Source: an optimization exercise on an open RTL-to-GDS flow (aim: small area, a short achievable clock period and few clock cycles per item). Production flows keep margins and buffers that such runs may drop. Function was checked by simulation only, so behaviour that the tests miss may differ from the original.

## run B
## mac_acc_unit
module mac_acc_unit (
  input               io_ina_valid,
  output              io_ina_ready,
  input      [31:0]   io_ina_payload,
  input               io_inb_valid,
  output              io_inb_ready,
  input      [31:0]   io_inb_payload,
  output              io_out_valid,
  input               io_out_ready,
  output     [31:0]   io_out_payload,
  input               io_acc_enable,
  input      [15:0]   io_par_acc_cnt,
  input               clk,
  input               reset
);
  reg         a_v, b_v;
  reg  [31:0] a_r, b_r;
  reg         m_v;
  reg         m_s;
  reg  [9:0]  m_e;
  reg  [25:0] m_ph;
  reg         m_pl, m_cn, m_ci, m_cz;
  reg         q_v;
  reg  [9:0]  q_d;         
  reg         q_ge, q_lt;  
  reg  [31:0] q_r;
  reg         q_z, q_i, q_n;
  reg         s_s;
  reg  [30:0] s_r;
  reg         s_z, s_i, s_n;
  reg         emp;         
  reg         js;          
  reg         acc_rdy;     
  reg         lastf;       
  reg         donef;       
  reg  [15:0] cnt;         
  reg         o_v;
  reg         overf;       
  reg         sv;          
  reg  [31:0] st_r;
  ...
==> module mac_acc_unit, before the edit <==
module mac_acc_unit (
  input               io_ina_valid,
  output              io_ina_ready,
  input      [31:0]   io_ina_payload,
  input               io_inb_valid,
  output              io_inb_ready,
  input      [31:0]   io_inb_payload,
  output              io_out_valid,
  input               io_out_ready,
  output     [31:0]   io_out_payload,
  input               io_acc_enable,
  input      [15:0]   io_par_acc_cnt,
  input               clk,
  input               reset
);
  reg         a_v, b_v;
  reg  [31:0] a_r, b_r;
  reg         m_v;
  reg         m_s;
  reg  [9:0]  m_e;
  reg  [25:0] m_ph;
  reg         m_pl, m_cn, m_ci, m_cz;
  reg         q_v;
  reg  [9:0]  q_d;         
  reg         q_ge, q_lt;  
  reg  [31:0] q_r;
  reg         q_z, q_i, q_n;
  reg         s_s;
  reg  [30:0] s_r;
  reg         s_z, s_i, s_n;
  reg         emp;         
  reg         js;          
  reg         acc_rdy;     
  reg         lastf;       
  reg         donef;       
  reg  [15:0] cnt;         
  reg         o_v;
  reg         overf;       
  reg         sv;          
  reg  [31:0] st_r;
  reg         st_z, st_i, st_n;
  reg  [31:0] o_r;
  wire consume  = q_v & acc_rdy;
  wire restore  = js & overf;
  wire q_free   = ~q_v | acc_rdy;
  wire q_adv_s  = sv & ~q_v & ~restore;               
  wire q_adv    = m_v & ~sv & q_free & ~restore;      
  wire ab_adv   = a_v & b_v & (~m_v | (~sv & q_free & ~restore));
  wire spec2    = consume & ~js & ~emp;               
  assign io_ina_ready = ~a_v | ab_adv;
  assign io_inb_ready = ~b_v | ab_adv;
  wire start    = ~js & io_acc_enable & ~o_v;
  wire done_j   = js & (donef | (consume & lastf));  
  wire complete = done_j | restore;                  
  wire js_n     = (js & ~complete) | start;
  wire emp_n    = complete | (emp & ~consume);
  wire [15:0] cnt_n = complete ? 16'd0 : (cnt + {15'd0, consume});
  wire donef_n  = ~emp_n & (cnt_n == io_par_acc_cnt);
  wire lastf_n  = ((cnt_n + 16'd1) == io_par_acc_cnt);
  wire overf_n  = (cnt_n == 16'd2) & (io_par_acc_cnt == 16'd1);
  wire o_v_n    = complete | (o_v & ~io_out_ready);
  wire sv_n     = restore ? q_v : (sv & ~q_adv_s);
  wire acc_rdy_n = emp_n | (js_n & ~donef_n & ~overf_n) |
                   (~js_n & (cnt_n == 16'd1) & ~o_v_n & ~sv_n);
  wire        p_s;
  wire [9:0]  p_e;
  wire [25:0] p_ph;
  wire        p_pl, p_cn, p_ci, p_cz;
  fp_mul_prod u_prod (
    .a(a_r), .b(b_r), .s(p_s), .esum(p_e), .ph(p_ph), .pl(p_pl),
    .cn(p_cn), .ci(p_ci), .cz(p_cz));
  wire [31:0] r_w;
  wire        r_z_w, r_i_w, r_n_w;
  wire [7:0]  r_en;
  fp_mul_round u_round (
    .s(m_s), .esum(m_e), .ph(m_ph), .pl(m_pl), .cn(m_cn), .ci(m_ci), .cz(m_cz),
    .res(r_w), .rz(r_z_w), .ri(r_i_w), .rn(r_n_w), .en(r_en));
  wire [31:0] add_w;
  wire        add_z, add_i, add_n;
  wire [9:0]  add_dn;
  wire        add_dn_ge;
  wire [7:0]  q_en  = sv ? st_r[30:23] : r_en;        
  wire [9:0]  rs_d  = {2'b00, q_en} - {2'b00, s_r[30:23]};
  wire [9:0]  rs_nd = {2'b00, s_r[30:23]} - {2'b00, q_en};
  wire [9:0]  rs_abs = rs_d[9] ? rs_nd : rs_d;
  fp_add_core u_add (
    .sa(q_r[31]), .ea(q_r[30:23]), .ma({~q_z, q_r[22:0]}), .za(q_z), .ia(q_i), .na(q_n),
    .sb(s_s), .eb(s_r[30:23]), .mb({~s_z, s_r[22:0]}), .zb(s_z), .ib(s_i), .nb(s_n),
    .d(q_d), .a_ge(q_ge), .b_gt(q_lt), .en(r_en),
    .dz(rs_abs), .dz_ge(~rs_d[9]),
    .res(add_w), .rz(add_z), .ri(add_i), .rn(add_n), .dn(add_dn), .dn_ge(add_dn_ge));
  always @(posedge clk or posedge reset) begin
    if (reset) begin
      a_v <= 1'b0;
      b_v <= 1'b0;
      m_v <= 1'b0;
      q_v <= 1'b0;
      emp <= 1'b1;
      js <= 1'b0;
      acc_rdy <= 1'b1;
      lastf <= 1'b0;
      donef <= 1'b0;
      cnt <= 16'd0;
      overf <= 1'b0;
      sv <= 1'b0;
      o_v <= 1'b0;
      s_s <= 1'b0;
      s_z <= 1'b1;
      s_i <= 1'b0;
      s_n <= 1'b0;
    end else begin
      if (io_ina_ready) a_v <= io_ina_valid;
      if (io_inb_ready) b_v <= io_inb_valid;
      if (ab_adv) m_v <= 1'b1; else if (q_adv) m_v <= 1'b0;
      if (restore | q_adv | q_adv_s) q_v <= 1'b1; else if (consume) q_v <= 1'b0;
      sv <= sv_n;
      overf <= overf_n;
      emp <= emp_n;
      js <= js_n;
      acc_rdy <= acc_rdy_n;
      lastf <= lastf_n;
      donef <= donef_n;
      cnt <= cnt_n;
      o_v <= o_v_n;
      if (complete) begin
        s_s <= 1'b0; s_z <= 1'b1; s_i <= 1'b0; s_n <= 1'b0;
      end else if (consume) begin
        s_s <= add_w[31]; s_z <= add_z; s_i <= add_i; s_n <= add_n;
      end
    end
  end
  always @(posedge clk) begin
    if (io_ina_ready) a_r <= io_ina_payload;
    if (io_inb_ready) b_r <= io_inb_payload;
    if (ab_adv) begin
      m_s <= p_s; m_e <= p_e; m_ph <= p_ph; m_pl <= p_pl;
      m_cn <= p_cn; m_ci <= p_ci; m_cz <= p_cz;
    end
    if (restore | q_adv_s) begin
      q_r <= st_r; q_z <= st_z; q_i <= st_i; q_n <= st_n;
    end else if (q_adv) begin
      q_r <= r_w; q_z <= r_z_w; q_i <= r_i_w; q_n <= r_n_w;
    end
    if (restore | spec2) begin
      st_r <= q_r; st_z <= q_z; st_i <= q_i; st_n <= q_n;
    end
    if (consume) begin
      q_d <= add_dn; q_ge <= add_dn_ge; q_lt <= ~add_dn_ge;
    end else if (q_adv | q_adv_s) begin
      q_d <= rs_abs; q_ge <= ~rs_d[9]; q_lt <= rs_d[9];
    end
    if (consume) begin
      s_r <= add_w[30:0];
    end
    if (done_j | spec2) o_r <= (done_j & consume) ? add_w : {s_s, s_r};
  end
  assign io_out_valid = o_v;
  assign io_out_payload = o_r;
endmodule
clock: 15.0 ns
lec_check: 0
cap_margin: 20
core_margin: 2
core_utilization: 50
place_density: 0.65
setup_slack_margin: 5
slew_margin: 20
tns_end_percent: 0
standard.sh (not shown) runs the stock make flow with config.mk's settings and CLKGATE_MAP_FILE= SYNTH_SCRIPT=/design/flow/synth_recipe.tcl, a recipe that flattens the netlist after the stock synthesis.
==> flow/flow/run.sh <==
#!/bin/bash
set -euo pipefail
bash standard.sh synth > synth.log 2>&1
bash standard.sh SETUP_SLACK_MARGIN=9 finish > layout.log 2>&1
Testbench counts of run B, summed over its fixed seeds: cycles 20,541, items 20,434.
Modified inputs, run D compared to run B
--- a/flow/design.v
+++ b/flow/design.v
@@ -1223,21 +1223,12 @@
   reg  [15:0] cnt;         
   reg         o_v;
-  reg         overf;       
-  reg         sv;          
-  reg  [31:0] st_r;
-  reg         st_z, st_i, st_n;
   reg  [31:0] o_r;
   wire consume  = q_v & acc_rdy;
-  wire restore  = js & overf;
-  wire q_free   = ~q_v | acc_rdy;
-  wire q_adv_s  = sv & ~q_v & ~restore;               
-  wire q_adv    = m_v & ~sv & q_free & ~restore;      
-  wire ab_adv   = a_v & b_v & (~m_v | (~sv & q_free & ~restore));
-  wire spec2    = consume & ~js & ~emp;               
+  wire q_adv    = m_v & (~q_v | acc_rdy);
+  wire ab_adv   = a_v & b_v & (~m_v | ~q_v | acc_rdy);
   assign io_ina_ready = ~a_v | ab_adv;
   assign io_inb_ready = ~b_v | ab_adv;
   wire start    = ~js & io_acc_enable & ~o_v;
-  wire done_j   = js & (donef | (consume & lastf));  
-  wire complete = done_j | restore;                  
+  wire complete = js & (donef | (consume & lastf));
   wire js_n     = (js & ~complete) | start;
   wire emp_n    = complete | (emp & ~consume);
@@ -1245,9 +1236,5 @@
   wire donef_n  = ~emp_n & (cnt_n == io_par_acc_cnt);
   wire lastf_n  = ((cnt_n + 16'd1) == io_par_acc_cnt);
-  wire overf_n  = (cnt_n == 16'd2) & (io_par_acc_cnt == 16'd1);
-  wire o_v_n    = complete | (o_v & ~io_out_ready);
-  wire sv_n     = restore ? q_v : (sv & ~q_adv_s);
-  wire acc_rdy_n = emp_n | (js_n & ~donef_n & ~overf_n) |
-                   (~js_n & (cnt_n == 16'd1) & ~o_v_n & ~sv_n);
+  wire acc_rdy_n = emp_n | (js_n & ~donef_n);
   wire        p_s;
   wire [9:0]  p_e;
@@ -1267,7 +1254,6 @@
   wire [9:0]  add_dn;
   wire        add_dn_ge;
-  wire [7:0]  q_en  = sv ? st_r[30:23] : r_en;        
-  wire [9:0]  rs_d  = {2'b00, q_en} - {2'b00, s_r[30:23]};
-  wire [9:0]  rs_nd = {2'b00, s_r[30:23]} - {2'b00, q_en};
+  wire [9:0]  rs_d  = {2'b00, r_en} - {2'b00, s_r[30:23]};
+  wire [9:0]  rs_nd = {2'b00, s_r[30:23]} - {2'b00, r_en};
   wire [9:0]  rs_abs = rs_d[9] ? rs_nd : rs_d;
   fp_add_core u_add (
@@ -1289,6 +1275,4 @@
       donef <= 1'b0;
       cnt <= 16'd0;
-      overf <= 1'b0;
-      sv <= 1'b0;
       o_v <= 1'b0;
       s_s <= 1'b0;
@@ -1300,7 +1284,5 @@
       if (io_inb_ready) b_v <= io_inb_valid;
       if (ab_adv) m_v <= 1'b1; else if (q_adv) m_v <= 1'b0;
-      if (restore | q_adv | q_adv_s) q_v <= 1'b1; else if (consume) q_v <= 1'b0;
-      sv <= sv_n;
-      overf <= overf_n;
+      if (q_adv) q_v <= 1'b1; else if (consume) q_v <= 1'b0;
       emp <= emp_n;
       js <= js_n;
@@ -1309,5 +1291,5 @@
       donef <= donef_n;
       cnt <= cnt_n;
-      o_v <= o_v_n;
+      if (complete) o_v <= 1'b1; else if (io_out_ready) o_v <= 1'b0;
       if (complete) begin
         s_s <= 1'b0; s_z <= 1'b1; s_i <= 1'b0; s_n <= 1'b0;
@@ -1324,15 +1306,10 @@
       m_cn <= p_cn; m_ci <= p_ci; m_cz <= p_cz;
     end
-    if (restore | q_adv_s) begin
-      q_r <= st_r; q_z <= st_z; q_i <= st_i; q_n <= st_n;
-    end else if (q_adv) begin
+    if (q_adv) begin
       q_r <= r_w; q_z <= r_z_w; q_i <= r_i_w; q_n <= r_n_w;
     end
-    if (restore | spec2) begin
-      st_r <= q_r; st_z <= q_z; st_i <= q_i; st_n <= q_n;
-    end
     if (consume) begin
       q_d <= add_dn; q_ge <= add_dn_ge; q_lt <= ~add_dn_ge;
-    end else if (q_adv | q_adv_s) begin
+    end else if (q_adv) begin
       q_d <= rs_abs; q_ge <= ~rs_d[9]; q_lt <= rs_d[9];
     end
@@ -1340,5 +1317,5 @@
       s_r <= add_w[30:0];
     end
-    if (done_j | spec2) o_r <= (done_j & consume) ? add_w : {s_s, s_r};
+    if (complete) o_r <= consume ? add_w : {s_s, s_r};
   end
   assign io_out_valid = o_v;
[summary]
Synthesized area sits lower in run D than in run B.
Between run D and run B, it is run D whose post-placement setup slack is lower, by 0.33 ns.
From run B to run D the numbers moved as follows: critical path buffer and inverter count went up by 1; worst-margin pin slew fell by 0.20 ns.
Testbench counts of run D, summed over its fixed seeds: cycles 21,435, items 20,434.

========
mac_acc_unit with an RTL version that a note above also has.
Size: about 5600 cells after synthesis, roughly 45000 um^2 of cells after synthesis.
==> module mac_acc_unit, before the edit <==
module mac_acc_unit (
  input               io_ina_valid,
  output              io_ina_ready,
  input      [31:0]   io_ina_payload,
  input               io_inb_valid,
  output              io_inb_ready,
  input      [31:0]   io_inb_payload,
  output              io_out_valid,
  input               io_out_ready,
  output     [31:0]   io_out_payload,
  input               io_acc_enable,
  input      [15:0]   io_par_acc_cnt,
  input               clk,
  input               reset
);
  reg         a_v, b_v;
  reg  [31:0] a_r, b_r;
  reg         m_v;
  reg         m_s;
  reg  [9:0]  m_e;
  reg  [25:0] m_ph;
  reg         m_pl, m_cn, m_ci, m_cz;
  reg         q_v;
  reg  [9:0]  q_d;         
  reg         q_ge, q_lt;  
  reg  [31:0] q_r;
  reg         q_z, q_i, q_n;
  reg         s_s;
  reg  [30:0] s_r;
  reg         s_z, s_i, s_n;
  reg         emp;         
  reg         js;          
  reg         acc_rdy;     
  reg         lastf;       
  reg         donef;       
  reg  [15:0] cnt;         
  reg         o_v;
  reg  [31:0] o_r;
  wire consume  = q_v & acc_rdy;
  wire q_adv    = m_v & (~q_v | acc_rdy);
  wire ab_adv   = a_v & b_v & (~m_v | ~q_v | acc_rdy);
  assign io_ina_ready = ~a_v | ab_adv;
  assign io_inb_ready = ~b_v | ab_adv;
  wire start    = ~js & io_acc_enable & ~o_v;
  wire complete = js & (donef | (consume & lastf));
  wire js_n     = (js & ~complete) | start;
  wire emp_n    = complete | (emp & ~consume);
  wire [15:0] cnt_n = complete ? 16'd0 : (cnt + {15'd0, consume});
  wire donef_n  = ~emp_n & (cnt_n == io_par_acc_cnt);
  wire lastf_n  = ((cnt_n + 16'd1) == io_par_acc_cnt);
  wire acc_rdy_n = emp_n | (js_n & ~donef_n);
  wire        p_s;
  wire [9:0]  p_e;
  wire [25:0] p_ph;
  wire        p_pl, p_cn, p_ci, p_cz;
  fp_mul_prod u_prod (
    .a(a_r), .b(b_r), .s(p_s), .esum(p_e), .ph(p_ph), .pl(p_pl),
    .cn(p_cn), .ci(p_ci), .cz(p_cz));
  wire [31:0] r_w;
  wire        r_z_w, r_i_w, r_n_w;
  wire [7:0]  r_en;
  fp_mul_round u_round (
    .s(m_s), .esum(m_e), .ph(m_ph), .pl(m_pl), .cn(m_cn), .ci(m_ci), .cz(m_cz),
    .res(r_w), .rz(r_z_w), .ri(r_i_w), .rn(r_n_w), .en(r_en));
  wire [31:0] add_w;
  wire        add_z, add_i, add_n;
  wire [9:0]  add_dn;
  wire        add_dn_ge;
  wire [9:0]  rs_d  = {2'b00, r_en} - {2'b00, s_r[30:23]};
  wire [9:0]  rs_nd = {2'b00, s_r[30:23]} - {2'b00, r_en};
  wire [9:0]  rs_abs = rs_d[9] ? rs_nd : rs_d;
  fp_add_core u_add (
    .sa(q_r[31]), .ea(q_r[30:23]), .ma({~q_z, q_r[22:0]}), .za(q_z), .ia(q_i), .na(q_n),
    .sb(s_s), .eb(s_r[30:23]), .mb({~s_z, s_r[22:0]}), .zb(s_z), .ib(s_i), .nb(s_n),
    .d(q_d), .a_ge(q_ge), .b_gt(q_lt), .en(r_en),
    .dz(rs_abs), .dz_ge(~rs_d[9]),
    .res(add_w), .rz(add_z), .ri(add_i), .rn(add_n), .dn(add_dn), .dn_ge(add_dn_ge));
  always @(posedge clk or posedge reset) begin
    if (reset) begin
      a_v <= 1'b0;
      b_v <= 1'b0;
      m_v <= 1'b0;
      q_v <= 1'b0;
      emp <= 1'b1;
      js <= 1'b0;
      acc_rdy <= 1'b1;
      lastf <= 1'b0;
      donef <= 1'b0;
      cnt <= 16'd0;
      o_v <= 1'b0;
      s_s <= 1'b0;
      s_z <= 1'b1;
      s_i <= 1'b0;
      s_n <= 1'b0;
    end else begin
      if (io_ina_ready) a_v <= io_ina_valid;
      if (io_inb_ready) b_v <= io_inb_valid;
      if (ab_adv) m_v <= 1'b1; else if (q_adv) m_v <= 1'b0;
      if (q_adv) q_v <= 1'b1; else if (consume) q_v <= 1'b0;
      emp <= emp_n;
      js <= js_n;
      acc_rdy <= acc_rdy_n;
      lastf <= lastf_n;
      donef <= donef_n;
      cnt <= cnt_n;
      if (complete) o_v <= 1'b1; else if (io_out_ready) o_v <= 1'b0;
      if (complete) begin
        s_s <= 1'b0; s_z <= 1'b1; s_i <= 1'b0; s_n <= 1'b0;
      end else if (consume) begin
        s_s <= add_w[31]; s_z <= add_z; s_i <= add_i; s_n <= add_n;
      end
    end
  end
  always @(posedge clk) begin
    if (io_ina_ready) a_r <= io_ina_payload;
    if (io_inb_ready) b_r <= io_inb_payload;
    if (ab_adv) begin
      m_s <= p_s; m_e <= p_e; m_ph <= p_ph; m_pl <= p_pl;
      m_cn <= p_cn; m_ci <= p_ci; m_cz <= p_cz;
    end
    if (q_adv) begin
      q_r <= r_w; q_z <= r_z_w; q_i <= r_i_w; q_n <= r_n_w;
    end
    if (consume) begin
      q_d <= add_dn; q_ge <= add_dn_ge; q_lt <= ~add_dn_ge;
    end else if (q_adv) begin
      q_d <= rs_abs; q_ge <= ~rs_d[9]; q_lt <= rs_d[9];
    end
    if (consume) begin
      s_r <= add_w[30:0];
    end
    if (complete) o_r <= consume ? add_w : {s_s, s_r};
  end
  assign io_out_valid = o_v;
  assign io_out_payload = o_r;
endmodule
clock: 15.0 ns
lec_check: 0
cap_margin: 20
core_margin: 2
core_utilization: 55
place_density: 0.7
setup_slack_margin: 5
slew_margin: 20
tns_end_percent: 0
Scripts as last shown in full above: flow/flow/run.sh
The first run completed, yet does not pass: capacitance limit, slew limit.
Testbench counts at the start, summed over its fixed seeds: cycles 21,435, items 20,434.
Next try:
--- a/flow/design.v
+++ b/flow/design.v
@@ -1221,22 +1221,35 @@
   reg         lastf;       
   reg         donef;       
   reg  [15:0] cnt;         
   reg         o_v;
+  reg         overf;       
+  reg         sv;          
+  reg  [31:0] st_r;
+  reg         st_z, st_i, st_n;
   reg  [31:0] o_r;
   wire consume  = q_v & acc_rdy;
-  wire q_adv    = m_v & (~q_v | acc_rdy);
-  wire ab_adv   = a_v & b_v & (~m_v | ~q_v | acc_rdy);
+  wire restore  = js & overf;
+  wire q_free   = ~q_v | acc_rdy;
+  wire q_adv_s  = sv & ~q_v & ~restore;               
+  wire q_adv    = m_v & ~sv & q_free & ~restore;      
+  wire ab_adv   = a_v & b_v & (~m_v | (~sv & q_free & ~restore));
+  wire spec2    = consume & ~js & ~emp;               
   assign io_ina_ready = ~a_v | ab_adv;
   assign io_inb_ready = ~b_v | ab_adv;
   wire start    = ~js & io_acc_enable & ~o_v;
-  wire complete = js & (donef | (consume & lastf));
+  wire done_j   = js & (donef | (consume & lastf));  
+  wire complete = done_j | restore;                  
   wire js_n     = (js & ~complete) | start;
   wire emp_n    = complete | (emp & ~consume);
   wire [15:0] cnt_n = complete ? 16'd0 : (cnt + {15'd0, consume});
   wire donef_n  = ~emp_n & (cnt_n == io_par_acc_cnt);
   wire lastf_n  = ((cnt_n + 16'd1) == io_par_acc_cnt);
-  wire acc_rdy_n = emp_n | (js_n & ~donef_n);
+  wire overf_n  = (cnt_n == 16'd2) & (io_par_acc_cnt == 16'd1);
+  wire o_v_n    = complete | (o_v & ~io_out_ready);
+  wire sv_n     = restore ? q_v : (sv & ~q_adv_s);
+  wire acc_rdy_n = emp_n | (js_n & ~donef_n & ~overf_n) |
+                   (~js_n & (cnt_n == 16'd1) & ~o_v_n & ~sv_n);
   wire        p_s;
   wire [9:0]  p_e;
   wire [25:0] p_ph;
   wire        p_pl, p_cn, p_ci, p_cz;
@@ -1252,10 +1265,11 @@
   wire [31:0] add_w;
   wire        add_z, add_i, add_n;
   wire [9:0]  add_dn;
   wire        add_dn_ge;
-  wire [9:0]  rs_d  = {2'b00, r_en} - {2'b00, s_r[30:23]};
-  wire [9:0]  rs_nd = {2'b00, s_r[30:23]} - {2'b00, r_en};
+  wire [7:0]  q_en  = sv ? st_r[30:23] : r_en;        
+  wire [9:0]  rs_d  = {2'b00, q_en} - {2'b00, s_r[30:23]};
+  wire [9:0]  rs_nd = {2'b00, s_r[30:23]} - {2'b00, q_en};
   wire [9:0]  rs_abs = rs_d[9] ? rs_nd : rs_d;
   fp_add_core u_add (
     .sa(q_r[31]), .ea(q_r[30:23]), .ma({~q_z, q_r[22:0]}), .za(q_z), .ia(q_i), .na(q_n),
     .sb(s_s), .eb(s_r[30:23]), .mb({~s_z, s_r[22:0]}), .zb(s_z), .ib(s_i), .nb(s_n),
@@ -1273,8 +1287,10 @@
       acc_rdy <= 1'b1;
       lastf <= 1'b0;
       donef <= 1'b0;
       cnt <= 16'd0;
+      overf <= 1'b0;
+      sv <= 1'b0;
       o_v <= 1'b0;
       s_s <= 1'b0;
       s_z <= 1'b1;
       s_i <= 1'b0;
@@ -1282,16 +1298,18 @@
     end else begin
       if (io_ina_ready) a_v <= io_ina_valid;
       if (io_inb_ready) b_v <= io_inb_valid;
       if (ab_adv) m_v <= 1'b1; else if (q_adv) m_v <= 1'b0;
-      if (q_adv) q_v <= 1'b1; else if (consume) q_v <= 1'b0;
+      if (restore | q_adv | q_adv_s) q_v <= 1'b1; else if (consume) q_v <= 1'b0;
+      sv <= sv_n;
+      overf <= overf_n;
       emp <= emp_n;
       js <= js_n;
       acc_rdy <= acc_rdy_n;
       lastf <= lastf_n;
       donef <= donef_n;
       cnt <= cnt_n;
-      if (complete) o_v <= 1'b1; else if (io_out_ready) o_v <= 1'b0;
+      o_v <= o_v_n;
       if (complete) begin
         s_s <= 1'b0; s_z <= 1'b1; s_i <= 1'b0; s_n <= 1'b0;
       end else if (consume) begin
         s_s <= add_w[31]; s_z <= add_z; s_i <= add_i; s_n <= add_n;
@@ -1304,20 +1322,25 @@
     if (ab_adv) begin
       m_s <= p_s; m_e <= p_e; m_ph <= p_ph; m_pl <= p_pl;
       m_cn <= p_cn; m_ci <= p_ci; m_cz <= p_cz;
     end
-    if (q_adv) begin
+    if (restore | q_adv_s) begin
+      q_r <= st_r; q_z <= st_z; q_i <= st_i; q_n <= st_n;
+    end else if (q_adv) begin
       q_r <= r_w; q_z <= r_z_w; q_i <= r_i_w; q_n <= r_n_w;
     end
+    if (restore | spec2) begin
+      st_r <= q_r; st_z <= q_z; st_i <= q_i; st_n <= q_n;
+    end
     if (consume) begin
       q_d <= add_dn; q_ge <= add_dn_ge; q_lt <= ~add_dn_ge;
-    end else if (q_adv) begin
+    end else if (q_adv | q_adv_s) begin
       q_d <= rs_abs; q_ge <= ~rs_d[9]; q_lt <= rs_d[9];
     end
     if (consume) begin
       s_r <= add_w[30:0];
     end
-    if (complete) o_r <= consume ? add_w : {s_s, s_r};
+    if (done_j | spec2) o_r <= (done_j & consume) ? add_w : {s_s, s_r};
   end
   assign io_out_valid = o_v;
   assign io_out_payload = o_r;
 endmodule
What happened: This time the run completed with no timing, DRC or antenna violations; register-to-register slack stays flat; global-route usage fell by 2.6 points; clock skew rose by 0.0053 ns; count of clock-buffer cells in the layout rose by 1; maximum frequency is about the same; die area rose by 5.2%; via count fell by 2.2%; setup slack degrades by 0.011 ns; hold slack improves by 0.059 ns.
Testbench counts after the change, summed over its fixed seeds: cycles 20,541, items 20,434.

[re-timing with driven ports]
No port has a modelled driver above. Below, the same layouts with a new extraction and two added sets of constraints.
Step 1, drivers: a clkbuf_16 drives clk and a buf_2 each remaining input, both assumed.
Step 2 also shifts input and output timing later by t, the mid clock arrival at the registers, as if the neighbouring blocks saw the same clock.
Slacks: ideal ports / drivers / drivers and shift; pairs: ideal ports / drivers.
run	t, ns	setup WS [ns]	worst setup path after step 2
run B	0.688	7.189 / 7.189 / 7.189	register to register
run D	0.708	7.756 / 7.756 / 7.756	register to register
the first run of note 2	0.667	7.297 / 7.297 / 7.297	register to register
the second run of note 2	0.670	7.286 / 7.286 / 7.286	register to register
